What follows belongs to an exercise in optimizing a design on an open flow for small area; a production flow would make more cautious choices.
Function was checked by simulation only, so behaviour that the tests miss may differ from the original.
Power and IR drop assume default switching activity.

`flow/area.abc`:
```
strash
 &get -n
 &deepsyn -T 120 -S 0
 &put
 &get -n
 &dch -f
 &nf -p -R 1000 -F 8 -A 4 -C 32
 &put
```
`design.v`:
```
localparam    TS1_BYTE0 = 8'h1e,
              TS1_BYTEX = 8'h55,  
              TS2_BYTE0 = 8'h2d,  
              TS2_BYTEX = 8'haa,  
              SDS_BYTE0 = 8'he1,  
              SDS_BYTEX = 8'hab;  
localparam    SNYC_B0   = 8'h00;
localparam    SNYC_B1   = 8'hff;
localparam    SH_DATA   = 2'b10;
localparam    SH_CTRL   = 2'b01;
localparam    P1_REQ_B0   = 8'hd1, 
              P2_REQ_B0   = 8'hd2,
              P3_REQ_B0   = 8'hd3,
              P_START_B0  = 8'hd8,
              PX_FILLER   = 8'h76;
localparam    ATTR_RD_B0  = 8'ha0,
              ATTR_WR_B0  = 8'ha1,
              ATTR_RSP_B0 = 8'ha3,
              ATTR_FILLER = 8'h17;
localparam    NOP_DATAID = 8'h01,
              NOP_WC0    = 8'hfe,
              NOP_WC1    = 8'hfd;
localparam    IDL_SYM    = 8'h00;
localparam    ONE_LANE       = 'd0,
              TWO_LANE       = 'd1,
              FOUR_LANE      = 'd2,
              EIGHT_LANE     = 'd3,
              SIXTEEN_LANE   = 'd4;
localparam    ATTR_ADDR       = 8'h02,
              ATTR_DATA       = 8'h03,
              ATTR_REQ        = 8'h04,
              ATTR_RSP        = 8'h05;
localparam    PX_REQ          = 8'h06,     
              PX_START        = 8'h08;     
localparam    ATTR_MAX_TXS    = 16'h0,
              ATTR_MAX_RXS    = 16'h1,
              ATTR_ACTIVE_TXS = 16'h2,
              ATTR_ACTIVE_RXS = 16'h3,
              ATTR_HARD_RESET_US  = 16'h8,
              ATTR_P1_TS1_TX  = 16'h20,
              ATTR_P1_TS1_RX  = 16'h21,
              ATTR_P1_TS2_TX  = 16'h22,
              ATTR_P1_TS2_RX  = 16'h23,
              ATTR_P2_TS1_TX  = 16'h24,
              ATTR_P2_TS1_RX  = 16'h25,
              ATTR_P2_TS2_TX  = 16'h26,
              ATTR_P2_TS2_RX  = 16'h27,
              ATTR_P3R_TS1_TX  = 16'h28,
              ATTR_P3R_TS1_RX  = 16'h29,
              ATTR_P3R_TS2_TX  = 16'h2a,
              ATTR_P3R_TS2_RX  = 16'h2b;
localparam    BIST_PAYLOAD_1010       = 4'h0,
              BIST_PAYLOAD_1100       = 4'h1,
              BIST_PAYLOAD_1111_0000  = 4'h2,
              BIST_PAYLOAD_COUNT      = 4'h8,
              BIST_PAYLOAD_PRBS9      = 4'h9,
              BIST_PAYLOAD_PRBS11     = 4'ha,
              BIST_PAYLOAD_PRBS18     = 4'hb;
function [15:0] slink_add16;
  input [15:0] a;
  input [15:0] b;
  integer i;
  reg c;
  begin
    c = 1'b0;
    for(i = 0; i < 16; i = i + 1) begin
      slink_add16[i] = a[i] ^ b[i] ^ c;
      c = (a[i] & b[i]) | (c & (a[i] ^ b[i]));
    end
  end
endfunction
function [15:0] slink_sub16;
  input [15:0] a;
  input [15:0] b;
  integer i;
  reg br;
  begin
    br = 1'b0;
    for(i = 0; i < 16; i = i + 1) begin
      slink_sub16[i] = a[i] ^ b[i] ^ br;
      br = (~a[i] & b[i]) | (br & ~(a[i] ^ b[i]));
    end
  end
endfunction
function slink_ge16;
  input [15:0] a;
  input [15:0] b;
  integer i;
  reg br;
  begin
    br = 1'b0;
    for(i = 0; i < 16; i = i + 1) begin
      br = (~a[i] & b[i]) | (br & ~(a[i] ^ b[i]));
    end
    slink_ge16 = ~br;
  end
endfunction
function slink_le8;
  input [7:0] a;
  input [7:0] b;
  integer i;
  reg br;
  begin
    br = 1'b0;
    for(i = 0; i < 8; i = i + 1) begin
      br = (~b[i] & a[i]) | (br & ~(a[i] ^ b[i]));
    end
    slink_le8 = ~br;
  end
endfunction
module slink_crc_8_16bit_compute(
  input  wire [7:0]     data_in,
  input  wire [15:0]    crc_prev,
  output wire [15:0]    crc_next
);
wire [7:0] x = data_in ^ crc_prev[7:0];
assign crc_next[15] = x[7] ^ x[3];
assign crc_next[14] = x[6] ^ x[2];
assign crc_next[13] = x[5] ^ x[1];
assign crc_next[12] = x[4] ^ x[0];
assign crc_next[11] = x[3];
assign crc_next[10] = x[7] ^ x[3] ^ x[2];
assign crc_next[ 9] = x[6] ^ x[2] ^ x[1];
assign crc_next[ 8] = x[5] ^ x[1] ^ x[0];
assign crc_next[ 7] = x[4] ^ x[0] ^ crc_prev[15];
assign crc_next[ 6] = x[3] ^ crc_prev[14];
assign crc_next[ 5] = x[2] ^ crc_prev[13];
assign crc_next[ 4] = x[1] ^ crc_prev[12];
assign crc_next[ 3] = x[7] ^ x[3] ^ x[0] ^ crc_prev[11];
assign crc_next[ 2] = x[6] ^ x[2] ^ crc_prev[10];
assign crc_next[ 1] = x[5] ^ x[1] ^ crc_prev[9];
assign crc_next[ 0] = x[4] ^ x[0] ^ crc_prev[8];
endmodule
module slink_ecc_calc(
  input  wire [23:0]      ph_in,
  output wire [5:0]       ecc
);
assign ecc[0] = ph_in[0] ^ ph_in[1] ^ ph_in[2] ^ ph_in[4] ^ ph_in[5] ^ ph_in[7] ^ ph_in[10] ^
                ph_in[11] ^ ph_in[13] ^ ph_in[16] ^ ph_in[20] ^ ph_in[21] ^ ph_in[22] ^ ph_in[23];
assign ecc[1] = ph_in[0] ^ ph_in[1] ^ ph_in[3] ^ ph_in[4] ^ ph_in[6] ^ ph_in[8] ^ ph_in[10] ^
                ph_in[12] ^ ph_in[14] ^ ph_in[17] ^ ph_in[20] ^ ph_in[21] ^ ph_in[22] ^ ph_in[23];
assign ecc[2] = ph_in[0] ^ ph_in[2] ^ ph_in[3] ^ ph_in[5] ^ ph_in[6] ^ ph_in[9] ^ ph_in[11] ^
                ph_in[12] ^ ph_in[15] ^ ph_in[18] ^ ph_in[20] ^ ph_in[21] ^ ph_in[22];
assign ecc[3] = ph_in[1] ^ ph_in[2] ^ ph_in[3] ^ ph_in[7] ^ ph_in[8] ^ ph_in[9] ^ ph_in[13] ^
                ph_in[14] ^ ph_in[15] ^ ph_in[19] ^ ph_in[20] ^ ph_in[21] ^ ph_in[23];
assign ecc[4] = ph_in[4] ^ ph_in[5] ^ ph_in[6] ^ ph_in[7] ^ ph_in[8] ^ ph_in[9] ^ ph_in[16] ^
                ph_in[17] ^ ph_in[18] ^ ph_in[19] ^ ph_in[20] ^ ph_in[22] ^ ph_in[23];
assign ecc[5] = ph_in[10] ^ ph_in[11] ^ ph_in[12] ^ ph_in[13] ^ ph_in[14] ^ ph_in[15] ^ ph_in[16] ^
                ph_in[17] ^ ph_in[18] ^ ph_in[19] ^ ph_in[21] ^ ph_in[22] ^ ph_in[23];
endmodule
module slink_ecc_syndrome(
  input  wire [23:0]      ph_in,             
  input  wire [5:0]       rx_ecc,            
  output reg  [23:0]      corrected_ph,      
  output reg              corrected,         
  output wire             corrupt            
);
wire [5:0] ecc;
wire [5:0] syndrome;
slink_ecc_calc u_calc (.ph_in(ph_in), .ecc(ecc));
assign syndrome = ecc ^ rx_ecc;
reg [23:0] flip;
always @(*) begin
  flip = 24'd0;
  case(syndrome)
    6'h07 : flip[0]  = 1'b1;
    6'h0B : flip[1]  = 1'b1;
    6'h0D : flip[2]  = 1'b1;
    6'h0E : flip[3]  = 1'b1;
    6'h13 : flip[4]  = 1'b1;
    6'h15 : flip[5]  = 1'b1;
    6'h16 : flip[6]  = 1'b1;
    6'h19 : flip[7]  = 1'b1;
    6'h1A : flip[8]  = 1'b1;
    6'h1C : flip[9]  = 1'b1;
    6'h23 : flip[10] = 1'b1;
    6'h25 : flip[11] = 1'b1;
    6'h26 : flip[12] = 1'b1;
    6'h29 : flip[13] = 1'b1;
    6'h2A : flip[14] = 1'b1;
    6'h2C : flip[15] = 1'b1;
    6'h31 : flip[16] = 1'b1;
    6'h32 : flip[17] = 1'b1;
    6'h34 : flip[18] = 1'b1;
    6'h38 : flip[19] = 1'b1;
    6'h1F : flip[20] = 1'b1;
    6'h2F : flip[21] = 1'b1;
    6'h37 : flip[22] = 1'b1;
    6'h3B : flip[23] = 1'b1;
    default : ;
  endcase
  corrected_ph = ph_in ^ flip;
  corrected    = (|flip) || (syndrome == 6'h01) || (syndrome == 6'h02) || (syndrome == 6'h04) ||
                 (syndrome == 6'h08) || (syndrome == 6'h10) || (syndrome == 6'h20);
end
assign corrupt = (|syndrome) && ~corrected;
endmodule
module slink_ll_rx_pkt_filt (
  input  wire             sop,
  input  wire [7:0]       data_id,
  input  wire             valid,
  output wire             sop_app,
  output wire             valid_app
);
wire  pkt_is_internal = (data_id[7:1] == 7'd0);   
assign sop_app          = ~pkt_is_internal && sop;
assign valid_app        = ~pkt_is_internal && valid;
endmodule
module slink_ll_tx (
  input  wire         clk,
  input  wire         reset,
  input  wire         enable,
  input  wire [7:0]   swi_short_packet_max,
  input  wire         sop,
  input  wire [7:0]   data_id,
  input  wire [15:0]  word_count,
  input  wire [31:0]  app_data,
  output reg          advance,
  input  wire [1:0]   delimeter,
  input  wire [2:0]   active_lanes,
  input  wire         sds_sent,
  input  wire         ll_tx_valid,
  output wire [31:0]  link_data,
  output reg          link_idle
);
localparam    TS1_BYTE0 = 8'h1e,
              TS1_BYTEX = 8'h55,  
              TS2_BYTE0 = 8'h2d,  
              TS2_BYTEX = 8'haa,  
              SDS_BYTE0 = 8'he1,  
              SDS_BYTEX = 8'hab;  
localparam    SNYC_B0   = 8'h00;
localparam    SNYC_B1   = 8'hff;
localparam    SH_DATA   = 2'b10;
localparam    SH_CTRL   = 2'b01;
localparam    P1_REQ_B0   = 8'hd1, 
              P2_REQ_B0   = 8'hd2,
              P3_REQ_B0   = 8'hd3,
              P_START_B0  = 8'hd8,
              PX_FILLER   = 8'h76;
localparam    ATTR_RD_B0  = 8'ha0,
              ATTR_WR_B0  = 8'ha1,
              ATTR_RSP_B0 = 8'ha3,
              ATTR_FILLER = 8'h17;
localparam    NOP_DATAID = 8'h01,
              NOP_WC0    = 8'hfe,
              NOP_WC1    = 8'hfd;
localparam    IDL_SYM    = 8'h00;
localparam    ONE_LANE       = 'd0,
              TWO_LANE       = 'd1,
              FOUR_LANE      = 'd2,
              EIGHT_LANE     = 'd3,
              SIXTEEN_LANE   = 'd4;
localparam    ATTR_ADDR       = 8'h02,
              ATTR_DATA       = 8'h03,
              ATTR_REQ        = 8'h04,
              ATTR_RSP        = 8'h05;
localparam    PX_REQ          = 8'h06,     
              PX_START        = 8'h08;     
localparam    ATTR_MAX_TXS    = 16'h0,
              ATTR_MAX_RXS    = 16'h1,
              ATTR_ACTIVE_TXS = 16'h2,
              ATTR_ACTIVE_RXS = 16'h3,
              ATTR_HARD_RESET_US  = 16'h8,
              ATTR_P1_TS1_TX  = 16'h20,
              ATTR_P1_TS1_RX  = 16'h21,
              ATTR_P1_TS2_TX  = 16'h22,
              ATTR_P1_TS2_RX  = 16'h23,
              ATTR_P2_TS1_TX  = 16'h24,
              ATTR_P2_TS1_RX  = 16'h25,
              ATTR_P2_TS2_TX  = 16'h26,
              ATTR_P2_TS2_RX  = 16'h27,
              ATTR_P3R_TS1_TX  = 16'h28,
              ATTR_P3R_TS1_RX  = 16'h29,
              ATTR_P3R_TS2_TX  = 16'h2a,
              ATTR_P3R_TS2_RX  = 16'h2b;
localparam    BIST_PAYLOAD_1010       = 4'h0,
              BIST_PAYLOAD_1100       = 4'h1,
              BIST_PAYLOAD_1111_0000  = 4'h2,
              BIST_PAYLOAD_COUNT      = 4'h8,
              BIST_PAYLOAD_PRBS9      = 4'h9,
              BIST_PAYLOAD_PRBS11     = 4'ha,
              BIST_PAYLOAD_PRBS18     = 4'hb;
function [15:0] slink_add16;
  input [15:0] a;
  input [15:0] b;
  integer i;
  reg c;
  begin
    c = 1'b0;
    for(i = 0; i < 16; i = i + 1) begin
      slink_add16[i] = a[i] ^ b[i] ^ c;
      c = (a[i] & b[i]) | (c & (a[i] ^ b[i]));
    end
  end
endfunction
function [15:0] slink_sub16;
  input [15:0] a;
  input [15:0] b;
  integer i;
  reg br;
  begin
    br = 1'b0;
    for(i = 0; i < 16; i = i + 1) begin
      slink_sub16[i] = a[i] ^ b[i] ^ br;
      br = (~a[i] & b[i]) | (br & ~(a[i] ^ b[i]));
    end
  end
endfunction
function slink_ge16;
  input [15:0] a;
  input [15:0] b;
  integer i;
  reg br;
  begin
    br = 1'b0;
    for(i = 0; i < 16; i = i + 1) begin
      br = (~a[i] & b[i]) | (br & ~(a[i] ^ b[i]));
    end
    slink_ge16 = ~br;
  end
endfunction
function slink_le8;
  input [7:0] a;
  input [7:0] b;
  integer i;
  reg br;
  begin
    br = 1'b0;
    for(i = 0; i < 8; i = i + 1) begin
      br = (~b[i] & a[i]) | (br & ~(a[i] ^ b[i]));
    end
    slink_le8 = ~br;
  end
endfunction
localparam      WAIT_SDS      = 4'd0,
                IDLE          = 4'd1,
                HEADER_WC0    = 4'd3,
                HEADER_WC1    = 4'd4,
                HEADER_ECC    = 4'd5,
                LONG_DATA     = 4'd6,
                CRC0          = 4'd7,
                CRC1          = 4'd8,
                IDL_SYM_ST    = 4'd9;
localparam [23:0] NOP_PH = {NOP_WC1, NOP_WC0, NOP_DATAID};
reg   [3:0]   state, nstate;
reg   [31:0]  link_data_reg, link_data_reg_in;
reg   [1:0]   byte_count, byte_count_in;
reg   [15:0]  remaining, remaining_in;
reg           never;
reg   [5:0]   ecc_reg;
reg           is_short_pkt_reg;
reg   [1:0]   delim_count;
wire  [1:0]   delim_count_in;
reg   [15:0]  crc, crc_in;
reg           hdr_load;
wire lane1 = ~active_lanes[1] & ~active_lanes[0];
wire lane2 = active_lanes[0];
wire lane4 = active_lanes[1];
wire [5:0]  nop_ecc;
wire [5:0]  hdr_ecc;
slink_ecc_calc u_nop_ecc (.ph_in(NOP_PH),                  .ecc(nop_ecc));
slink_ecc_calc u_hdr_ecc (.ph_in({word_count, data_id}),   .ecc(hdr_ecc));
wire        is_short_pkt  = slink_le8(data_id, swi_short_packet_max);
wire        delim_adv     = delim_count == delimeter;
wire        delim_start   = delim_count == 2'd0;
wire [3:0]  nstate_idle_check = delim_adv ? IDLE : IDL_SYM_ST;
assign delim_count_in = enable ? ll_tx_valid ? ((nstate == WAIT_SDS) || delim_adv ? 2'd0 : {delim_count[1] ^ delim_count[0], ~delim_count[0]}) : delim_count : 2'd0;
wire [31:0] nop_first = lane4 ? {2'b00, nop_ecc, NOP_WC1, NOP_WC0, NOP_DATAID} :
                        lane2 ? {16'd0, NOP_WC0, NOP_DATAID} : {24'd0, NOP_DATAID};
wire [7:0]  byte1 = byte_count[1] ? (byte_count[0] ? app_data[31:24] : app_data[23:16]) :
                                   (byte_count[0] ? app_data[15: 8] : app_data[ 7: 0]);
wire [15:0] half2 = byte_count[1] ? app_data[31:16] : app_data[15:0];
wire [31:0] crc_data = lane4 ? app_data : lane2 ? {16'd0, half2} : {24'd0, byte1};
wire [15:0] crc_n0, crc_n1, crc_n2, crc_n3;
slink_crc_8_16bit_compute u_crc0 (.data_in(crc_data[ 7: 0]), .crc_prev(crc),    .crc_next(crc_n0));
slink_crc_8_16bit_compute u_crc1 (.data_in(crc_data[15: 8]), .crc_prev(crc_n0), .crc_next(crc_n1));
slink_crc_8_16bit_compute u_crc2 (.data_in(crc_data[23:16]), .crc_prev(crc_n1), .crc_next(crc_n2));
slink_crc_8_16bit_compute u_crc3 (.data_in(crc_data[31:24]), .crc_prev(crc_n2), .crc_next(crc_n3));
wire [15:0] step      = {13'd0, lane4, lane2, lane1};
wire        rem_hi0   = ~(|remaining[15:3]);
wire        last_data = ~never && rem_hi0 &&
                        (lane4 ? ~(remaining[2] & (remaining[1] | remaining[0])) :
                         lane2 ? ~remaining[2] & ~(remaining[1] & remaining[0]) :
                                 ~remaining[2] & ~remaining[1]);
wire        never_in  = (&word_count[15:2]) && (lane4 ? (word_count[1] | word_count[0]) : lane2 && (word_count[1] & word_count[0]));
always @(posedge clk or posedge reset) begin
  if(reset) begin
    state               <= WAIT_SDS;
    link_data_reg       <= 32'd0;
    byte_count          <= 2'd0;
    remaining           <= 16'd0;
    never               <= 1'b0;
    ecc_reg             <= 6'd0;
    delim_count         <= 2'd0;
    is_short_pkt_reg    <= 1'b0;
    crc                 <= 16'hffff;
  end else begin
    state               <= nstate;
    link_data_reg       <= link_data_reg_in;
    byte_count          <= byte_count_in;
    remaining           <= remaining_in;
    delim_count         <= delim_count_in;
    crc                 <= crc_in;
    if(hdr_load) begin
      never             <= never_in;
      ecc_reg           <= hdr_ecc;
      is_short_pkt_reg  <= is_short_pkt;
    end
  end
end
always @(*) begin
  nstate            = state;
  link_data_reg_in  = link_data_reg;
  byte_count_in     = byte_count;
  remaining_in      = remaining;
  advance           = 1'b0;
  link_idle         = 1'b0;
  hdr_load          = 1'b0;
  crc_in            = crc;
  case(state)
    WAIT_SDS : begin
      link_data_reg_in  = 32'd0;
      if(sds_sent) begin
        nstate            = IDLE;
        link_data_reg_in  = nop_first;
        byte_count_in     = lane4 ? 2'd0 : 2'd1;
      end
    end
    IDLE : begin
      crc_in = 16'hffff;
      if(ll_tx_valid) begin
        if(|byte_count[1:0]) begin
          if(lane2) begin
            link_data_reg_in  = {16'd0, 2'b00, nop_ecc, NOP_WC1};
            byte_count_in     = 2'd0;
          end else if(lane1) begin
            link_data_reg_in  = {24'd0, (byte_count[1:0] == 2'd1) ? NOP_WC0 :
                                        (byte_count[1:0] == 2'd2) ? NOP_WC1 : {2'b00, nop_ecc}};
            byte_count_in     = {byte_count[1] ^ byte_count[0], ~byte_count[0]};
          end
        end else if(sop && delim_start) begin
          hdr_load = 1'b1;
          remaining_in = word_count;
          if(lane4) begin
            link_data_reg_in  = {2'b00, hdr_ecc, word_count, data_id};
            advance           = is_short_pkt;
            nstate            = is_short_pkt ? IDLE : LONG_DATA;
          end else if(lane2) begin
            link_data_reg_in  = {16'd0, word_count[7:0], data_id};
            byte_count_in     = 2'd1;
            nstate            = HEADER_WC1;
          end else begin
            link_data_reg_in  = {24'd0, data_id};
            nstate            = HEADER_WC0;
          end
        end else begin
          link_idle         = 1'b1;
          link_data_reg_in  = nop_first;
          byte_count_in     = lane4 ? 2'd0 : 2'd1;
        end
      end
    end
    HEADER_WC0 : begin
      if(ll_tx_valid) begin
        link_data_reg_in  = {24'd0, word_count[7:0]};
        nstate            = HEADER_WC1;
      end
    end
    HEADER_WC1 : begin
      if(ll_tx_valid) begin
        advance           = is_short_pkt_reg;
        if(lane2) begin
          link_data_reg_in  = {16'd0, 2'b00, ecc_reg, word_count[15:8]};
          nstate            = is_short_pkt_reg ? IDLE : LONG_DATA;
          byte_count_in     = 2'd0;
        end else begin
          link_data_reg_in  = {24'd0, word_count[15:8]};
          nstate            = HEADER_ECC;
        end
      end
    end
    HEADER_ECC : begin
      if(ll_tx_valid) begin
        link_data_reg_in  = {24'd0, 2'b00, ecc_reg};
        nstate            = is_short_pkt_reg ? IDLE : (~(|remaining) ? CRC0 : LONG_DATA);
        byte_count_in     = 2'd0;
      end
    end
    LONG_DATA : begin
      if(ll_tx_valid) begin
        byte_count_in     = lane4 ? byte_count : lane2 ? {~byte_count[1], byte_count[0]} :
                                                         {byte_count[1] ^ byte_count[0], ~byte_count[0]};
        remaining_in      = slink_sub16(remaining, step);
        if(lane4) begin
          link_data_reg_in  = app_data;
          advance           = 1'b1;
          crc_in            = crc_n3;
          if(last_data) begin
            case(remaining[1:0])
              2'b00 : begin
                byte_count_in     = 2'd0;
                nstate            = CRC0;
              end
              2'b01 : begin
                link_data_reg_in  = {IDL_SYM, crc_n0, app_data[7:0]};
                byte_count_in     = 2'd0;
                nstate            = nstate_idle_check;
              end
              2'b10 : begin
                link_data_reg_in  = {crc_n1, app_data[15:0]};
                byte_count_in     = 2'd0;
                nstate            = nstate_idle_check;
              end
              2'b11 : begin
                link_data_reg_in  = {crc_n2[7:0], app_data[23:0]};
                crc_in            = crc_n2;
                nstate            = CRC1;
              end
            endcase
          end
        end else if(lane2) begin
          link_data_reg_in  = {16'd0, half2};
          advance           = byte_count[1];
          crc_in            = crc_n1;
          if(last_data) begin
            advance           = 1'b1;
            nstate            = CRC0;
            if(remaining[0]) begin
              link_data_reg_in  = {16'd0, crc_n0[7:0], half2[7:0]};
              crc_in            = crc_n0;
              nstate            = CRC1;
            end
          end
        end else begin
          link_data_reg_in  = {24'd0, byte1};
          advance           = &byte_count[1:0];
          crc_in            = crc_n0;
          if(last_data) begin
            advance           = 1'b1;
            nstate            = CRC0;
          end
        end
      end
    end
    CRC0 : begin
      byte_count_in     = 2'd0;
      if(ll_tx_valid) begin
        if(lane1) begin
          link_data_reg_in  = {24'd0, crc[7:0]};
          nstate            = CRC1;
        end else begin
          link_data_reg_in  = {16'd0, crc};
          nstate            = nstate_idle_check;
        end
      end
    end
    CRC1 : begin
      if(ll_tx_valid) begin
        link_data_reg_in  = {24'd0, crc[15:8]};
        nstate            = nstate_idle_check;
        byte_count_in     = 2'd0;
      end
    end
    IDL_SYM_ST : begin
      if(ll_tx_valid) begin
        nstate            = nstate_idle_check;
        link_data_reg_in  = 32'd0;
      end
    end
    default : begin
      nstate            = WAIT_SDS;
    end
  endcase
  if(~enable) begin
    nstate            = WAIT_SDS;
  end
end
assign link_data = link_data_reg;
endmodule
module slink_ll_rx (
  input  wire         clk,
  input  wire         reset,
  input  wire         enable,
  input  wire [7:0]   swi_short_packet_max,
  output reg          sop,
  output wire [7:0]   data_id,
  output wire [15:0]  word_count,
  output wire [31:0]  app_data,
  output reg          valid,
  input  wire [2:0]   active_lanes,
  input  wire [1:0]   delimeter,
  input  wire         swi_allow_ecc_corrected,
  input  wire         swi_ecc_corrected_causes_reset,
  input  wire         swi_ecc_corrupted_causes_reset,
  input  wire         swi_crc_corrupted_causes_reset,
  input  wire         sds_received,
  output wire         ecc_corrected,
  output wire         ecc_corrupted,
  output reg          crc_corrupted,
  input  wire         external_link_reset_condition,
  output reg          link_reset_condition,
  input  wire [31:0]  link_data,
  input  wire         ll_rx_valid
);
localparam    TS1_BYTE0 = 8'h1e,
              TS1_BYTEX = 8'h55,  
              TS2_BYTE0 = 8'h2d,  
              TS2_BYTEX = 8'haa,  
              SDS_BYTE0 = 8'he1,  
              SDS_BYTEX = 8'hab;  
localparam    SNYC_B0   = 8'h00;
localparam    SNYC_B1   = 8'hff;
localparam    SH_DATA   = 2'b10;
localparam    SH_CTRL   = 2'b01;
localparam    P1_REQ_B0   = 8'hd1, 
              P2_REQ_B0   = 8'hd2,
              P3_REQ_B0   = 8'hd3,
              P_START_B0  = 8'hd8,
              PX_FILLER   = 8'h76;
localparam    ATTR_RD_B0  = 8'ha0,
              ATTR_WR_B0  = 8'ha1,
              ATTR_RSP_B0 = 8'ha3,
              ATTR_FILLER = 8'h17;
localparam    NOP_DATAID = 8'h01,
              NOP_WC0    = 8'hfe,
              NOP_WC1    = 8'hfd;
localparam    IDL_SYM    = 8'h00;
localparam    ONE_LANE       = 'd0,
              TWO_LANE       = 'd1,
              FOUR_LANE      = 'd2,
              EIGHT_LANE     = 'd3,
              SIXTEEN_LANE   = 'd4;
localparam    ATTR_ADDR       = 8'h02,
              ATTR_DATA       = 8'h03,
              ATTR_REQ        = 8'h04,
              ATTR_RSP        = 8'h05;
localparam    PX_REQ          = 8'h06,     
              PX_START        = 8'h08;     
localparam    ATTR_MAX_TXS    = 16'h0,
              ATTR_MAX_RXS    = 16'h1,
              ATTR_ACTIVE_TXS = 16'h2,
              ATTR_ACTIVE_RXS = 16'h3,
              ATTR_HARD_RESET_US  = 16'h8,
              ATTR_P1_TS1_TX  = 16'h20,
              ATTR_P1_TS1_RX  = 16'h21,
              ATTR_P1_TS2_TX  = 16'h22,
              ATTR_P1_TS2_RX  = 16'h23,
              ATTR_P2_TS1_TX  = 16'h24,
              ATTR_P2_TS1_RX  = 16'h25,
              ATTR_P2_TS2_TX  = 16'h26,
              ATTR_P2_TS2_RX  = 16'h27,
              ATTR_P3R_TS1_TX  = 16'h28,
              ATTR_P3R_TS1_RX  = 16'h29,
              ATTR_P3R_TS2_TX  = 16'h2a,
              ATTR_P3R_TS2_RX  = 16'h2b;
localparam    BIST_PAYLOAD_1010       = 4'h0,
              BIST_PAYLOAD_1100       = 4'h1,
              BIST_PAYLOAD_1111_0000  = 4'h2,
              BIST_PAYLOAD_COUNT      = 4'h8,
              BIST_PAYLOAD_PRBS9      = 4'h9,
              BIST_PAYLOAD_PRBS11     = 4'ha,
              BIST_PAYLOAD_PRBS18     = 4'hb;
function [15:0] slink_add16;
  input [15:0] a;
  input [15:0] b;
  integer i;
  reg c;
  begin
    c = 1'b0;
    for(i = 0; i < 16; i = i + 1) begin
      slink_add16[i] = a[i] ^ b[i] ^ c;
      c = (a[i] & b[i]) | (c & (a[i] ^ b[i]));
    end
  end
endfunction
function [15:0] slink_sub16;
  input [15:0] a;
  input [15:0] b;
  integer i;
  reg br;
  begin
    br = 1'b0;
    for(i = 0; i < 16; i = i + 1) begin
      slink_sub16[i] = a[i] ^ b[i] ^ br;
      br = (~a[i] & b[i]) | (br & ~(a[i] ^ b[i]));
    end
  end
endfunction
function slink_ge16;
  input [15:0] a;
  input [15:0] b;
  integer i;
  reg br;
  begin
    br = 1'b0;
    for(i = 0; i < 16; i = i + 1) begin
      br = (~a[i] & b[i]) | (br & ~(a[i] ^ b[i]));
    end
    slink_ge16 = ~br;
  end
endfunction
function slink_le8;
  input [7:0] a;
  input [7:0] b;
  integer i;
  reg br;
  begin
    br = 1'b0;
    for(i = 0; i < 8; i = i + 1) begin
      br = (~b[i] & a[i]) | (br & ~(a[i] ^ b[i]));
    end
    slink_le8 = ~br;
  end
endfunction
localparam    WAIT_SDS      = 4'd0,
              IDLE          = 4'd1,
              HEADER_WC0    = 4'd3,
              HEADER_WC1    = 4'd4,
              HEADER_ECC    = 4'd5,
              LONG_DATA     = 4'd6,
              CRC0          = 4'd7,
              CRC1          = 4'd8;
reg   [3:0]   state, nstate;
reg   [31:0]  app_data_reg, app_data_reg_in;
reg   [15:0]  byte_count, byte_count_in;
reg   [7:0]   data_id_reg, data_id_reg_in;
reg   [15:0]  word_count_reg, word_count_reg_in;
reg           sop_in, valid_in;
reg           sop_sent, sop_sent_in;
reg           crc_corr_prev, crc_corr_prev_in;
reg           crc_corrupted_in;
reg   [15:0]  crc, crc_in;
reg   [1:0]   delim_count;
wire  [1:0]   delim_count_in;
wire lane1 = ~active_lanes[1] & ~active_lanes[0];
wire lane2 = active_lanes[0];
wire lane4 = active_lanes[1];
wire reset_cond = link_reset_condition || external_link_reset_condition || ~enable;
assign delim_count_in = enable ? ll_rx_valid ? ((state == WAIT_SDS) || (delim_count == delimeter) ? 2'd0 : {delim_count[1] ^ delim_count[0], ~delim_count[0]}) : delim_count : 2'd0;
wire   delim_adv      = delim_count == 2'd0;
wire [23:0] ph_check = lane4 ? link_data[23:0] :
                       lane2 ? {link_data[7:0], word_count_reg[7:0], data_id_reg} :
                               {word_count_reg, data_id_reg};
wire [5:0]  rx_ecc   = lane4 ? link_data[29:24] : lane2 ? link_data[13:8] : link_data[5:0];
wire [23:0] corrected_ph;
wire        corrected;
wire        corrupt;
slink_ecc_syndrome u_slink_ecc_syndrome (
  .ph_in           ( ph_check         ),
  .rx_ecc          ( rx_ecc           ),
  .corrected_ph    ( corrected_ph     ),
  .corrected       ( corrected        ),
  .corrupt         ( corrupt          ));
wire ecc_check = ll_rx_valid && (lane4 ? (state == IDLE) && delim_adv :
                                 lane2 ? (state == HEADER_WC1) && ~reset_cond :
                                         (state == HEADER_ECC) && ~reset_cond);
assign ecc_corrected = corrected && ecc_check;
assign ecc_corrupted = corrupt   && ecc_check;
wire block_app_for_ecc_error    = ecc_corrupted || (ecc_corrected && ~swi_allow_ecc_corrected);
wire short_pkt_check_corrected  = slink_le8(corrected_ph[7:0], swi_short_packet_max);
wire short_pkt_corrected_cond   = short_pkt_check_corrected && ~block_app_for_ecc_error;
wire link_reset_condition_in    = (swi_ecc_corrected_causes_reset && ecc_corrected) ||
                                  (swi_ecc_corrupted_causes_reset && ecc_corrupted) ||
                                  (swi_crc_corrupted_causes_reset && crc_corrupted);
wire [15:0] crc_n0, crc_n1, crc_n2, crc_n3;
slink_crc_8_16bit_compute u_crc0 (.data_in(link_data[ 7: 0]), .crc_prev(crc),    .crc_next(crc_n0));
slink_crc_8_16bit_compute u_crc1 (.data_in(link_data[15: 8]), .crc_prev(crc_n0), .crc_next(crc_n1));
slink_crc_8_16bit_compute u_crc2 (.data_in(link_data[23:16]), .crc_prev(crc_n1), .crc_next(crc_n2));
slink_crc_8_16bit_compute u_crc3 (.data_in(link_data[31:24]), .crc_prev(crc_n2), .crc_next(crc_n3));
wire [15:0] byte_count_step = slink_add16(byte_count, {13'd0, lane4, lane2, lane1});
wire        last_data       = slink_ge16(byte_count_step, word_count_reg);
wire sop_app;
wire valid_app;
always @(posedge clk or posedge reset) begin
  if(reset) begin
    state               <= WAIT_SDS;
    app_data_reg        <= 32'd0;
    data_id_reg         <= 8'd0;
    word_count_reg      <= 16'd0;
    sop                 <= 1'b0;
    valid               <= 1'b0;
    byte_count          <= 16'd0;
    sop_sent            <= 1'b0;
    crc_corr_prev       <= 1'b0;
    crc_corrupted       <= 1'b0;
    link_reset_condition<= 1'b0;
    delim_count         <= 2'd0;
    crc                 <= 16'hffff;
  end else begin
    state               <= nstate;
    app_data_reg        <= app_data_reg_in;
    data_id_reg         <= data_id_reg_in;
    word_count_reg      <= word_count_reg_in;
    sop                 <= sop_app;
    valid               <= valid_app;
    byte_count          <= byte_count_in;
    sop_sent            <= sop_sent_in;
    crc_corr_prev       <= crc_corr_prev_in;
    crc_corrupted       <= crc_corrupted_in;
    link_reset_condition<= link_reset_condition_in;
    delim_count         <= delim_count_in;
    crc                 <= crc_in;
  end
end
always @(*) begin
  nstate                = state;
  app_data_reg_in       = app_data_reg;
  data_id_reg_in        = data_id_reg;
  word_count_reg_in     = word_count_reg;
  sop_in                = 1'b0;
  valid_in              = 1'b0;
  byte_count_in         = byte_count;
  sop_sent_in           = sop_sent;
  crc_in                = crc;
  crc_corrupted_in      = 1'b0;
  crc_corr_prev_in      = crc_corr_prev;
  case(state)
    WAIT_SDS : begin
      if(sds_received) begin
        nstate          = IDLE;
      end
    end
    IDLE : begin
      crc_corr_prev_in  = 1'b0;
      sop_sent_in       = 1'b0;
      byte_count_in     = 16'd0;
      app_data_reg_in   = 32'd0;
      crc_in            = 16'hffff;
      if(delim_adv && ll_rx_valid) begin
        if(lane4) begin
          data_id_reg_in    = corrected_ph[ 7:0];
          word_count_reg_in = corrected_ph[23:8];
          sop_in            = short_pkt_corrected_cond;
          valid_in          = short_pkt_corrected_cond;
          nstate            = short_pkt_check_corrected ? IDLE : LONG_DATA;
        end else if(lane2) begin
          data_id_reg_in    = link_data[7:0];
          word_count_reg_in[7:0] = link_data[15:8];    
          nstate            = HEADER_WC1;
        end else begin
          data_id_reg_in    = link_data[7:0];
          nstate            = HEADER_WC0;
        end
      end
    end
    HEADER_WC0 : begin
      if(ll_rx_valid) begin
        word_count_reg_in[7:0] = link_data[7:0];       
        nstate            = HEADER_WC1;
      end
    end
    HEADER_WC1 : begin
      if(ll_rx_valid) begin
        if(lane2) begin
          data_id_reg_in    = corrected_ph[7:0];
          word_count_reg_in = corrected_ph[23:8];
          nstate            = short_pkt_check_corrected ? IDLE : LONG_DATA;
          sop_in            = short_pkt_corrected_cond;
          valid_in          = short_pkt_corrected_cond;
          byte_count_in     = 16'd0;
        end else begin
          word_count_reg_in = {link_data[7:0], word_count_reg[7:0]};
          nstate            = HEADER_ECC;
        end
      end
    end
    HEADER_ECC : begin
      if(ll_rx_valid) begin
        data_id_reg_in    = corrected_ph[7:0];
        word_count_reg_in = corrected_ph[23:8];
        nstate            = short_pkt_check_corrected ? IDLE : LONG_DATA;
        sop_in            = short_pkt_corrected_cond;
        valid_in          = short_pkt_corrected_cond;
        byte_count_in     = 16'd0;
      end
    end
    LONG_DATA : begin
      if(ll_rx_valid) begin
        byte_count_in       = byte_count_step;
        if(lane4) begin
          app_data_reg_in   = link_data;
          valid_in          = 1'b1;
          crc_in            = crc_n3;
          if(last_data) begin
            byte_count_in   = 16'd0;
            case(word_count_reg[1:0])
              2'b00 : begin
                nstate            = CRC0;
                valid_in          = 1'b0;
              end
              2'b01 : begin
                crc_corrupted_in  = |crc_n2;
                nstate            = IDLE;
                app_data_reg_in   = {24'd0, link_data[7:0]};
              end
              2'b10 : begin
                crc_corrupted_in  = |crc_n3;
                nstate            = IDLE;
                app_data_reg_in   = {16'd0, link_data[15:0]};
              end
              2'b11 : begin
                crc_corr_prev_in  = |crc_n3[15:8];
                valid_in          = 1'b0;
                nstate            = CRC1;
                crc_in            = crc_n2;
                app_data_reg_in   = {8'd0, link_data[23:0]};
              end
            endcase
          end
        end else if(lane2) begin
          if(byte_count[1]) app_data_reg_in[31:16] = link_data[15:0];
          else              app_data_reg_in[15: 0] = link_data[15:0];
          valid_in          = byte_count[1];
          crc_in            = crc_n1;
          if(last_data) begin
            valid_in        = 1'b0;
            byte_count_in   = 16'd0;
            if(word_count_reg[0]) begin
              nstate            = CRC1;
              crc_in            = crc_n0;
              crc_corrupted_in  = |crc_n1[15:8];
            end else begin
              nstate            = CRC0;
            end
          end
        end else begin
          case(byte_count[1:0])
            2'd0 : app_data_reg_in[ 7: 0] = link_data[7:0];
            2'd1 : app_data_reg_in[15: 8] = link_data[7:0];
            2'd2 : app_data_reg_in[23:16] = link_data[7:0];
            2'd3 : app_data_reg_in[31:24] = link_data[7:0];
          endcase
          valid_in          = &byte_count[1:0];
          crc_in            = crc_n0;
          if(last_data) begin
            nstate          = CRC0;
            valid_in        = 1'b0;
          end
        end
        sop_in          = valid_in && ~sop_sent;
        sop_sent_in     = valid_in || sop_sent;
      end
    end
    CRC0 : begin
      if(ll_rx_valid) begin
        if(lane1) begin
          nstate            = CRC1;
          crc_corr_prev_in  = |crc_n0[15:8];
        end else begin
          nstate            = IDLE;
          crc_corrupted_in  = |crc_n1;
          valid_in          = 1'b1;
        end
        sop_in          = valid_in && ~sop_sent;
        sop_sent_in     = valid_in || sop_sent;
      end
    end
    CRC1 : begin
      if(ll_rx_valid) begin
        nstate            = IDLE;
        crc_corrupted_in  = (crc[15:8] != link_data[7:0]) || crc_corr_prev;
        valid_in          = 1'b1;
        sop_in            = ~sop_sent;
        sop_sent_in       = 1'b1;
      end
    end
    default : begin
      nstate    = WAIT_SDS;
    end
  endcase
  if(reset_cond) begin
    nstate      = WAIT_SDS;
  end
end
slink_ll_rx_pkt_filt u_slink_ll_rx_pkt_filt (
  .sop                  ( sop_in          ),
  .data_id              ( data_id_reg_in  ),
  .valid                ( valid_in        ),
  .sop_app              ( sop_app         ),
  .valid_app            ( valid_app       ));
assign data_id        = data_id_reg;
assign word_count     = word_count_reg;
assign app_data       = app_data_reg;
endmodule
module slink_ll (
  input  wire         clk,
  input  wire         reset,
  input  wire         enable,
  input  wire [7:0]   swi_short_packet_max,
  input  wire [1:0]   delimeter,
  input  wire [2:0]   tx_active_lanes,
  input  wire [2:0]   rx_active_lanes,
  input  wire         swi_allow_ecc_corrected,
  input  wire         swi_ecc_corrected_causes_reset,
  input  wire         swi_ecc_corrupted_causes_reset,
  input  wire         swi_crc_corrupted_causes_reset,
  input  wire         tx_sop,
  input  wire [7:0]   tx_data_id,
  input  wire [15:0]  tx_word_count,
  input  wire [31:0]  tx_app_data,
  output wire         tx_advance,
  input  wire         tx_sds_sent,
  input  wire         tx_ll_valid,
  output wire [31:0]  tx_link_data,
  output wire         tx_link_idle,
  input  wire         rx_sds_received,
  input  wire         rx_ll_valid,
  input  wire [31:0]  rx_link_data,
  input  wire         external_link_reset_condition,
  output wire         rx_sop,
  output wire [7:0]   rx_data_id,
  output wire [15:0]  rx_word_count,
  output wire [31:0]  rx_app_data,
  output wire         rx_valid,
  output wire         rx_ecc_corrected,
  output wire         rx_ecc_corrupted,
  output wire         rx_crc_corrupted,
  output wire         link_reset_condition
);
slink_ll_tx u_slink_ll_tx (
  .clk                      ( clk                   ),
  .reset                    ( reset                 ),
  .enable                   ( enable                ),
  .swi_short_packet_max     ( swi_short_packet_max  ),
  .sop                      ( tx_sop                ),
  .data_id                  ( tx_data_id            ),
  .word_count               ( tx_word_count         ),
  .app_data                 ( tx_app_data           ),
  .advance                  ( tx_advance            ),
  .delimeter                ( delimeter             ),
  .active_lanes             ( tx_active_lanes       ),
  .sds_sent                 ( tx_sds_sent           ),
  .link_data                ( tx_link_data          ),
  .ll_tx_valid              ( tx_ll_valid           ),
  .link_idle                ( tx_link_idle          ));
slink_ll_rx u_slink_ll_rx (
  .clk                                ( clk                             ),
  .reset                              ( reset                           ),
  .enable                             ( enable                          ),
  .swi_short_packet_max               ( swi_short_packet_max            ),
  .sop                                ( rx_sop                          ),
  .data_id                            ( rx_data_id                      ),
  .word_count                         ( rx_word_count                   ),
  .app_data                           ( rx_app_data                     ),
  .valid                              ( rx_valid                        ),
  .active_lanes                       ( rx_active_lanes                 ),
  .delimeter                          ( delimeter                       ),
  .swi_allow_ecc_corrected            ( swi_allow_ecc_corrected         ),
  .swi_ecc_corrected_causes_reset     ( swi_ecc_corrected_causes_reset  ),
  .swi_ecc_corrupted_causes_reset     ( swi_ecc_corrupted_causes_reset  ),
  .swi_crc_corrupted_causes_reset     ( swi_crc_corrupted_causes_reset  ),
  .sds_received                       ( rx_sds_received                 ),
  .ecc_corrected                      ( rx_ecc_corrected                ),
  .ecc_corrupted                      ( rx_ecc_corrupted                ),
  .crc_corrupted                      ( rx_crc_corrupted                ),
  .external_link_reset_condition      ( external_link_reset_condition   ),
  .link_reset_condition               ( link_reset_condition            ),
  .link_data                          ( rx_link_data                    ),
  .ll_rx_valid                        ( rx_ll_valid                     ));
endmodule
```
`config.mk`:
```
export PLATFORM = sky130hd
export DESIGN_NAME = slink_ll
export DESIGN_NICKNAME = slink_ll
export VERILOG_FILES = /design/flow/design.v
export SDC_FILE = /design/flow/constraint.sdc
export NUM_CORES = 4
export LEC_CHECK = 0
export CAP_MARGIN = 20
export CORE_MARGIN = 2
export CORE_UTILIZATION = 60
export SLEW_MARGIN = 20
```
`standard.sh`:
```
#!/bin/bash
# synth_recipe.tcl (not shown) runs the flow's synth.tcl, then flattens the netlist and writes it again
# the make line also repeats each setting of config.mk as NAME=value (left out here)
make -C /OpenROAD-flow-scripts/flow DESIGN_CONFIG=/design/flow/config.mk WORK_HOME=/design/flow/orfs CLKGATE_MAP_FILE= SYNTH_SCRIPT=/design/flow/synth_recipe.tcl "${@:-finish}"
```
`flow/run.sh`:
```
#!/bin/bash
# Standard layout, except: the combinational logic of the standard synthesis
# is re-mapped for area (registers untouched; the smallest of four ABC runs
# with different seeds is kept), the port buffers are buf_1, and the clock
# tree uses clkbuf_8 without dummy loads.
set -euo pipefail
W=$(pwd)
R=$W/orfs/results/$FLOW_PLATFORM/slink_ll/base
YOSYS=$FLOW_HOME/../tools/install/yosys/bin/yosys
LIB=$FLOW_HOME/platforms/$FLOW_PLATFORM/lib/sky130_fd_sc_hd__tt_025C_1v80.lib
bash standard.sh synth > log_1_standard_synth.txt 2>&1
cp $R/1_2_yosys.v $W/std_1_2_yosys.v
for S in 0 1 2 3; do
  sed "s/-S 0/-S $S/" $W/flow/area.abc > $W/area_S$S.abc
  ( RS_LIB=$LIB RS_IN=$W/std_1_2_yosys.v RS_OUT=$W/resynth_S$S.v RS_ABC=$W/area_S$S.abc \
    RS_STAT_IN=$W/stat_std_S$S.txt RS_STAT_OUT=$W/stat_resynth_S$S.txt \
    $YOSYS -c $W/flow/resynth.tcl > log_2_resynth_S$S.txt 2>&1 || rm -f $W/resynth_S$S.v ) &
done
wait
best=""; best_area=""
for S in 0 1 2 3; do
  [[ -s $W/resynth_S$S.v && -s $W/stat_resynth_S$S.txt ]] || continue
  a=$(awk '/Chip area/ {print $NF}' $W/stat_resynth_S$S.txt)
  if [[ -z "$best" ]] || awk -v a="$a" -v b="$best_area" 'BEGIN {exit !(a < b)}'; then
    best=$S; best_area=$a
  fi
done
echo "resynth seeds: kept S=$best (area $best_area)" > log_2_resynth_choice.txt
cp $W/resynth_S$best.v $R/1_2_yosys.v
bash standard.sh "BUFFER_PORTS_ARGS=-buffer_cell sky130_fd_sc_hd__buf_1" \
  "CTS_ARGS=-sink_clustering_enable -repair_clock_nets -buf_list sky130_fd_sc_hd__clkbuf_8 -sink_clustering_size 16 -dont_use_dummy_load" \
  finish > log_3_standard_finish.txt 2>&1
```
`flow/resynth.tcl`:
```
# Re-map the combinational logic of the standard synthesis netlist for area.
# Every flip-flop instance is kept as it is (same name, same cell type); only
# the gates between them are re-optimized and re-mapped.
yosys -import
set lib     $::env(RS_LIB)
set in_v    $::env(RS_IN)
set out_v   $::env(RS_OUT)
set script  $::env(RS_ABC)

read_verilog $in_v
read_liberty -ignore_miss_func $lib
hierarchy -top slink_ll
# registers (and anything sequential) stay as black-box instances
blackbox sky130_fd_sc_hd__df* sky130_fd_sc_hd__edf* sky130_fd_sc_hd__sdf* sky130_fd_sc_hd__dl*
flatten
# the gates are inlined now: every library cell becomes a black box again
blackbox sky130_fd_sc_hd__*
opt_clean -purge
tee -o $::env(RS_STAT_IN) stat -liberty $lib
abc -liberty $lib -dont_use sky130_fd_sc_hd__lpflow_* -dont_use sky130_fd_sc_hd__probe* -script $script
setundef -zero
splitnets
opt_clean -purge
hilomap -singleton -hicell sky130_fd_sc_hd__conb_1 HI -locell sky130_fd_sc_hd__conb_1 LO
insbuf -buf sky130_fd_sc_hd__buf_4 A X
opt_clean -purge
tee -o $::env(RS_STAT_OUT) stat -liberty $lib
write_verilog -noattr -nohex -nodec $out_v
# the written netlist must read back cleanly against the library
design -reset
read_liberty -lib $lib
read_verilog $out_v
hierarchy -check -top slink_ll
check -assert -mapped
```
`constraint.sdc`:
```
create_clock -name core_clock -period 12.0 [get_ports {clk}]
set_input_delay 2.4000 -clock core_clock [delete_from_list [all_inputs] [get_ports {clk}]]
set_output_delay 2.4000 -clock core_clock [all_outputs]
set_load 0.01 [all_outputs]
```
==> flow_summary.ini, run 1 <==
[routing]
drc = 0
dr.pass1.iters = 10
wl_per_cell_um = 26.15
wl_mm = 59.34
viasPerCell = 6.964
num_vias = 15800
drt-initial-drc-count = 2752
ant_nets = 0

[power_and_ir_drop]
pwr-share-comb_pct = 70.8
intPower_mw = 1.992
share_seq_of_total_power_pct = 21.4
total_power_mw = 4.410
power.leakage_nw = 5.864
swShare_pct = 54.83
switchingPower_mw = 2.418
peakVddDrop_uv = 302.4
clockPowerShare_pct = 7.8
powerDensity_nw_per_um2 = 278.6

[min_path]
hold_end = u_slink_ll_tx.link_data_reg[8]
whs_path_depth = 2
min_path_type = reg -> reg
min_from = u_slink_ll_tx.link_data_reg[8]

[finish]
syn_to_final_growth_pct = 6.437
instances_no_fill = 2269
final_common_cell = xnor2_1
nets = 2062
final_cell_mix = xnor2_1, buf_1, nand2_1
drive_gt1_share_pct = 3.911

[clock_network]
clk_latency_ns = 0.49
cts.htree.levels = 4
cts_resized = 0
cts_setup_buffers = 0
postCtsHoldBufs = 0
clkTransAtPathRegs_ns = 0.08
numCtsBuffers = 17
clock_path_buffers = 2
cts_root_buffer = clkbuf_8
cts.sink_count = 180
cts_tree = done

[flow_run]
max_cap_viol_count = 0

[sta]
period_needed_ns = 9.592
worst_slew_pin_slew_ns = 1.164
fin_tns_setup_ns = 0
clock-skew-final_ns = 0.04335
fmax_ghz = 0.1043
holdWs_ns = 0.4817
min_period_over_period_pct = 79.94
final-hold-violation-count = 0
slew-limit-headroom_pct = 21.89
setup_viol = 0
slew_viol_final = 0
rsz0062_at_grt = false
fin_ws_ns = 2.408

[worst_setup_path]
r2r_start = u_slink_ll_tx.byte_count[1]
critPathKind = in -> out
regToRegSetupSlack_ns = 4.56
required_ns = 9.60
r2r_cells = 18
r2r-end = u_slink_ll_tx.crc[10]
crit_path_max_fanout = 40
critPathCaptureType = output pin
worstPathArrival_ns = 7.19
critPathLaunchType = input port

[floorplanning]
core_area_um2 = 24320
io_pins = 213
initial_utilization_pct = 61.15
die_width_um = 161.4
row_count = 57
die_area_um2 = 26060
dieHeight_um = 161.4

[synth]
mappedNetlistArea_um2 = 14870
ys_warn_count = 3
synth_cells = 1782
syn-mean-instance-area_um2 = 8.345
syn_nets = 1899

[placed_design]
gp_congestion = 1.041
dp_cells = 2250
dp_slack_ns = 2.355
io_buffers = 210
dpl.hpwl_mm = 45.29

[global_route]
antenna_found_initial = 2
grt_overflow = 0
grt_max_degree = 107
grt_pass1_wl_mm = 88.27
grt_pass1_vias = 14630
grt_use_total_pct = 44.81

[run_status]
status = timing/DRC/antenna clean
metrics by stage:
| step | util (%) | cell area [um^2] |
|---|---|---|
| 2_1_floorplan | - | 14870 |
| 3_3_place_gp | 64.09 | 15590 |
| 3_5_place_dp | 64.10 | 15590 |
| 4_1_cts | 65.06 | 15820 |
| 5_1_grt | 65.06 | 15820 |
| 6_report | 65.08 | 15830 |
worst max-delay path by stage:
| stage | end | slack, ns | from | cells after the start |
|---|---|---|---|---|
| floorplan | rx_ecc_corrected | 4.20 | rx_active_lanes[1] | 13 |
| global placement | u_slink_ll_tx.crc[10] | 2.43 | tx_active_lanes[1] | 21 |
| detailed placement | u_slink_ll_tx.crc[10] | 2.36 | tx_active_lanes[1] | 21 |
| CTS | rx_ecc_corrected | 2.68 | rx_active_lanes[1] | 15 |
| global route | rx_ecc_corrected | 1.91 | rx_active_lanes[1] | 15 |
| finish | rx_ecc_corrected | 2.41 | rx_active_lanes[1] | 15 |
power by group through the flow:
stage | Clock [mW] | Combinational [mW] | Sequential [mW]
after floorplan | 0 | 2.37 | 0.864
after global placement | 0 | 3.00 | 0.933
after detailed placement | 0 | 3.00 | 0.943
after CTS | 0.340 | 3.02 | 0.931
after global routing | 0.359 | 3.33 | 0.954
final | 0.343 | 3.12 | 0.944
metal layers:
metal / global-route usage, % / share of wire, %
met1: 63.48 / 39
met2: 63.09 / 41
met3: 15.13 / 16
met4: 17.00 / 4.4
met5: 0 / 0
critical path: stages:
cell and delay (ns):
clkbuf_2 0.32, buf_4 0.47, or2_0 0.70, o22ai_1 0.13, a21oi_1 0.38, xnor2_1 0.20, xnor2_1 0.29, xor2_1 0.12
xnor2_1 0.36, or2_0 0.42, nand2_1 0.11, o21ai_0 0.16, o21ai_0 0.23, a211oi_1 0.66, buf_1 0.22
final cells by class:
class | instances | area, um^2
tap | 324 | 405.4
timing repair buffer | 232 | 954.7
sequential | 180 | 4544
fill | 2187 | 8492
multi-input combinational | 1450 | 9437
antenna | 2 | 5.005
clock buffer | 17 | 234.0
inverter | 64 | 247.7
==> inputs of run 2 (changes only) <==
--- a/flow/run.sh
+++ b/flow/run.sh
@@ -28,5 +28,5 @@
 echo "resynth seeds: kept S=$best (area $best_area)" > log_2_resynth_choice.txt
 cp $W/resynth_S$best.v $R/1_2_yosys.v
 bash standard.sh "BUFFER_PORTS_ARGS=-buffer_cell sky130_fd_sc_hd__buf_1" \
-  "CTS_ARGS=-sink_clustering_enable -repair_clock_nets -buf_list sky130_fd_sc_hd__clkbuf_8 -sink_clustering_size 16 -dont_use_dummy_load" \
+  "CTS_ARGS=-sink_clustering_enable -repair_clock_nets -buf_list sky130_fd_sc_hd__clkbuf_8 -sink_clustering_size 14 -dont_use_dummy_load" \
   finish > log_3_standard_finish.txt 2>&1
==> flow_summary.ini, run 2 <==
[synth]
synth_cells = 1782
mappedNetlistArea_um2 = 14870
syn_nets = 1899
ys_warn_count = 3
syn-mean-instance-area_um2 = 8.345

[worst_setup_path]
regToRegSetupSlack_ns = 4.56
crit_path_max_fanout = 40
crit_slowest_cell = or2_0
r2r_start = u_slink_ll_tx.byte_count[1]
r2r-end = u_slink_ll_tx.crc[10]
critPathKind = in -> out
critPathLaunchType = input port
crit_path_max_incr_delay_ns = 0.70
r2r_cells = 18
required_ns = 9.60
path_cells = clkbuf_2 -> buf_4 -> or2_0 -> o22ai_1 -> a21oi_1 -> xnor2_1 -> xnor2_1 -> xor2_1 -> xnor2_1 -> or2_0 -> nand2_1 -> o21ai_0 -> o21ai_0 -> a211oi_1 -> buf_1
critPathCaptureType = output pin
cp_common_cell = xnor2_1
worstPathArrival_ns = 7.19
crit_path_start = rx_active_lanes[1]

[sta]
min_period_over_period_pct = 79.94
worst_slew_pin_slew_ns = 1.164
clock-skew-final_ns = 0.04335
slew_viol_final = 0
period_needed_ns = 9.592
final-hold-violation-count = 0
slew-limit-headroom_pct = 21.89
fmax_ghz = 0.1043
fin_tns_setup_ns = 0
fin_ws_ns = 2.408
rsz0062_at_grt = false
setup_viol = 0

[power_and_ir_drop]
power.leakage_nw = 5.864
switchingPower_mw = 2.418
pwr-share-comb_pct = 70.8
total_power_mw = 4.410
intPower_mw = 1.992
swShare_pct = 54.83
powerDensity_nw_per_um2 = 278.6
share_seq_of_total_power_pct = 21.4
clockPowerShare_pct = 7.8
peakVddDrop_uv = 302.4

[finish]
final_cell_mix = xnor2_1, buf_1, nand2_1
instances_no_fill = 2269
nets = 2062
syn_to_final_growth_pct = 6.437
final_common_cell = xnor2_1
drive_gt1_share_pct = 3.911

[routing]
wl_per_cell_um = 26.15
ant_nets = 0
num_vias = 15800
drt-initial-drc-count = 2752
wl_mm = 59.34
viasPerCell = 6.964
dr.pass1.iters = 10
drc = 0

[placed_design]
dp_slack_ns = 2.355
io_buffers = 210
dp_cells = 2250
dpl.hpwl_mm = 45.29
gp_congestion = 1.041

[min_path]
whs_path_depth = 2
min_from = u_slink_ll_tx.link_data_reg[8]
min_path_type = reg -> reg
hold_end = u_slink_ll_tx.link_data_reg[8]

[global_route]
grt_pass1_vias = 14630
grt_use_total_pct = 44.81
grt_overflow = 0
grt_max_degree = 107
antenna_found_initial = 2
grt_pass1_wl_mm = 88.27

[floorplanning]
dieHeight_um = 161.4
row_count = 57
die_area_um2 = 26060
initial_utilization_pct = 61.15
core_area_um2 = 24320
die_width_um = 161.4
io_pins = 213

[clock_network]
clkTransAtPathRegs_ns = 0.08
cts_resized = 0
cts_tree = done
clock_path_buffers = 2
cts.htree.levels = 4
cts_root_buffer = clkbuf_8
cts_setup_buffers = 0
postCtsHoldBufs = 0
cts.sink_count = 180
numCtsBuffers = 17
clk_latency_ns = 0.49

[flow_run]
max_cap_viol_count = 0

[run_status]
status = timing/DRC/antenna clean
## run 2: area by class of cell
type	instances	area [um^2]
Fill cell	2187	8492
Multi-Input combinational cell	1450	9437
Timing Repair Buffer	232	954.7
Inverter	64	247.7
Clock buffer	17	234.0
Sequential cell	180	4544
Antenna cell	2	5.005
Tap cell	324	405.4
## run 2: through the flow
stage | instance area [um^2] | util, % | hold WS [ns]
6_report | 15830 | 65.08 | 0.4817
5_1_grt | 15820 | 65.06 | 0.5132
4_1_cts | 15820 | 65.06 | 0.4888
3_5_place_dp | 15590 | 64.10 | 0.4723
3_3_place_gp | 15590 | 64.09 | 0.4640
2_1_floorplan | 14870 | - | 0.4510
## run 2: power by group through the flow
stage          Combinational [mW]  Sequential, mW  Clock (mW)
2_1_floorplan                2.37           0.864           0
3_3_place_gp                 3.00           0.933           0
3_5_place_dp                 3.00           0.943           0
4_1_cts                      3.02           0.931       0.340
5_1_grt                      3.33           0.954       0.359
6_report                     3.12           0.944       0.343
## run 2: worst max-delay path by stage
| stage | endpoint | cells past startpoint |
|---|---|---|
| 5_1_grt | rx_ecc_corrected | 15 |
| 6_report | rx_ecc_corrected | 15 |
| 3_3_place_gp | u_slink_ll_tx.crc[10] | 21 |
| 3_5_place_dp | u_slink_ll_tx.crc[10] | 21 |
| 4_1_cts | rx_ecc_corrected | 15 |
| 2_1_floorplan | rx_ecc_corrected | 13 |
## run 2: critical path: cells and delay by family
| family | cells | cell delay, ns |
|---|---|---|
| buffers and inverters | 3 | 1.01 |
| AO/OA/AOI/OAI | 5 | 1.56 |
| AND/OR/NAND/NOR | 3 | 1.23 |
| XOR/XNOR | 4 | 0.97 |
## run 2: routing by layer
metal	vias to the layer above	track usage [%]	routed length, um
met5	-	0	0
met4	0	17.00	2608
met3	215	15.13	9605
met2	1369	63.09	24100
met1	7464	63.48	23020
li1	6754	-	-
==> inputs of run 3 (changes only) <==
--- a/design.v
+++ b/design.v
@@ -394,7 +394,7 @@
     ecc_reg             <= 6'd0;
     delim_count         <= 2'd0;
     is_short_pkt_reg    <= 1'b0;
-    crc                 <= 16'hffff;
+    crc                 <= 16'h0000;    
   end else begin
     state               <= nstate;
     link_data_reg       <= link_data_reg_in;
@@ -786,7 +786,7 @@
     crc_corrupted       <= 1'b0;
     link_reset_condition<= 1'b0;
     delim_count         <= 2'd0;
-    crc                 <= 16'hffff;
+    crc                 <= 16'h0000;    
   end else begin
     state               <= nstate;
     app_data_reg        <= app_data_reg_in;
==> flow_summary.ini, run 3 <==
[floorplanning]
io_pins = 213
initial_utilization_pct = 60.98
die_width_um = 161.2
row_count = 57
core_area_um2 = 24320
die_area_um2 = 25990
dieHeight_um = 161.2

[sta]
period_needed_ns = 9.513
fin_tns_setup_ns = 0
fmax_ghz = 0.1051
slew-limit-headroom_pct = 24.28
final-hold-violation-count = 0
rsz0062_at_grt = false
slew_viol_final = 0
min_period_over_period_pct = 79.27
holdWs_ns = 0.4912
clock-skew-final_ns = 0.03798
worst_slew_pin_slew_ns = 1.132
setup_viol = 0

[flow_run]
max_cap_viol_count = 0

[finish]
multi_input_area_um2 = 9449
ff_latch_area_um2 = 4504
final_common_cell = xnor2_1
nets = 2065
final_util_pct = 65.04
syn_to_final_growth_pct = 6.657
fillers = 2150
final_cell_mix = xnor2_1, buf_1, nand2_1
drive_gt1_share_pct = 2.415
instances_no_fill = 2270
antenna_cells = 0

[clock_network]
numCtsBuffers = 17
clkTransAtPathRegs_ns = 0.08
clock_path_buffers = 2
cts_tree = done
cts.htree.levels = 4
cts_resized = 0
clk_latency_ns = 0.49
cts_setup_buffers = 0
postCtsHoldBufs = 0
cts_root_buffer = clkbuf_8
cts.sink_count = 180

[global_route]
grt_overflow = 0
grt_pass1_vias = 14860
use_met2_pct = 64.87
grt_util_met1_pct = 65.31
grt_max_degree = 106
grt_pass1_wl_mm = 90.58
grt_use_met3_pct = 17.00
antenna_found_initial = 1
grt_use_total_pct = 46.29
grt-busiest-layer = met1

[power_and_ir_drop]
powerDensity_nw_per_um2 = 286.6
peakVddDrop_uv = 235.9
total_power_mw = 4.533
power.leakage_nw = 5.825

[routing]
wl_per_cell_um = 26.97
drt-initial-drc-count = 2768
dr.pass1.iters = 12
num_vias = 15870
drc = 0
ant_nets = 0
wl_mm = 61.21
viasPerCell = 6.992

[worst_setup_path]
critPathKind = in -> reg
crit_path_start = tx_active_lanes[1]
r2r-end = u_slink_ll_tx.crc[3]
required_ns = 12.40
crit_path_max_fanout = 21
r2r_cells = 18
critPathLaunchType = input port
regToRegSetupSlack_ns = 4.54
worstPathArrival_ns = 9.91
r2r_start = u_slink_ll_tx.byte_count[1]
critPathCaptureType = flip-flop

[placed_design]
gp_congestion = 1.061
io_buffers = 210
dp_cells = 2253
dpl.hpwl_mm = 46.07

[run_status]
status = timing/DRC/antenna clean

[synth]
syn_nets = 1899
mappedNetlistArea_um2 = 14830
ys_warn_count = 3
synth_cells = 1782
syn-mean-instance-area_um2 = 8.322

[min_path]
min_from = u_slink_ll_rx.crc_corr_prev
hold_end = u_slink_ll_rx.crc_corr_prev
min_path_type = reg -> reg
whs_path_depth = 1
run 3: how the worst max path moves through the flow:
stage	end	slack (ns)	cells after the start
4_1_cts	rx_ecc_corrected	2.81	14
3_3_place_gp	u_slink_ll_tx.crc[3]	2.44	21
6_report	u_slink_ll_tx.crc[3]	2.49	22
5_1_grt	u_slink_ll_tx.crc[10]	2.12	21
3_5_place_dp	u_slink_ll_tx.crc[3]	2.39	21
2_1_floorplan	rx_ecc_corrected	4.20	13
run 3: area by class of cell:
cell class,count,area share [%]
inverter,64,1.566
sequential,180,28.48
clock buffer,17,1.479
multi-input combinational,1450,59.74
tap,324,2.563
timing repair buffer,235,6.178
run 3: metrics by stage:
step	worst slack, ns	area (um^2)
2_1_floorplan	4.197	14830
3_3_place_gp	2.436	15560
3_5_place_dp	2.388	15570
4_1_cts	2.814	15810
5_1_grt	2.125	15820
6_report	2.487	15820
run 3: metal layers:
layer | wire [um] | vias up | part of all wire, %
met2 | 24920 | 1369 | 41
met5 | 9 | - | 0.015
met1 | 23180 | 7489 | 38
li1 | - | 6757 | -
met4 | 2507 | 2 | 4.1
met3 | 10600 | 255 | 17
run 3: where the power goes:
part / internal, mW / switching (mW) / leakage, nW
combinational: 1.13 / 2.10 / 3.50
clock: 0.126 / 0.228 / 0.122
sequential: 0.742 / 0.211 / 2.20
total: 2.00 / 2.53 / 5.82
run 3: worst max-delay path, cell delays in order:
cell and delay (ns):
buf_1 0.07, buf_4 0.28, clkinv_1 0.36, nand2_1 0.60, mux2i_1 0.66, nor2_1 0.09, a221oi_1 0.72, xor2_1 0.16
xnor2_1 0.56, xor2_1 0.31, xor2_1 0.13, xnor2_1 0.69, xor2_1 0.32, xor2_1 0.43, xnor2_1 0.14, xnor2_1 0.57
xor2_1 0.21, xnor2_1 0.38, xnor2_1 0.17, nand2b_1 0.23, o211ai_1 0.25, o22a_1 0.16

-- afterwards: timing with drivers on the ports --
The results above use ideal ports. As a check the final layouts listed here were re-extracted and re-timed, cells and wires unchanged.
Step 1: set_driving_cell puts a clkbuf_16 on clk and a buf_2 on each other input, an assumption about the parent block.
Step 2 times the ports against the registers' clock, not the clock port: input delays grow and output delays shrink by t, the midpoint of the rising clock arrivals with the driver on.
a / b / c = ideal ports / drivers / drivers and shift; a / b = the first two.
run | t, ns | slack for setup (ns) | worst setup path after step 2 | worst register clock-pin slew, ns | worst slew at a driven data input, ns
run 1 | 0.514 | 2.408 / 2.386 / 1.969 | input to register | 0.12 / 0.12 | 0.04
run 2 | 0.514 | 2.408 / 2.386 / 1.969 | input to register | 0.12 / 0.12 | 0.04
run 3 | 0.519 | 2.487 / 2.509 / 1.990 | input to register | 0.12 / 0.12 | 0.05
After both steps every run listed still meets setup and hold. The setup slack of run 3, which loses most, moves by +0.022 ns with the drivers and by -0.497 ns with both steps.
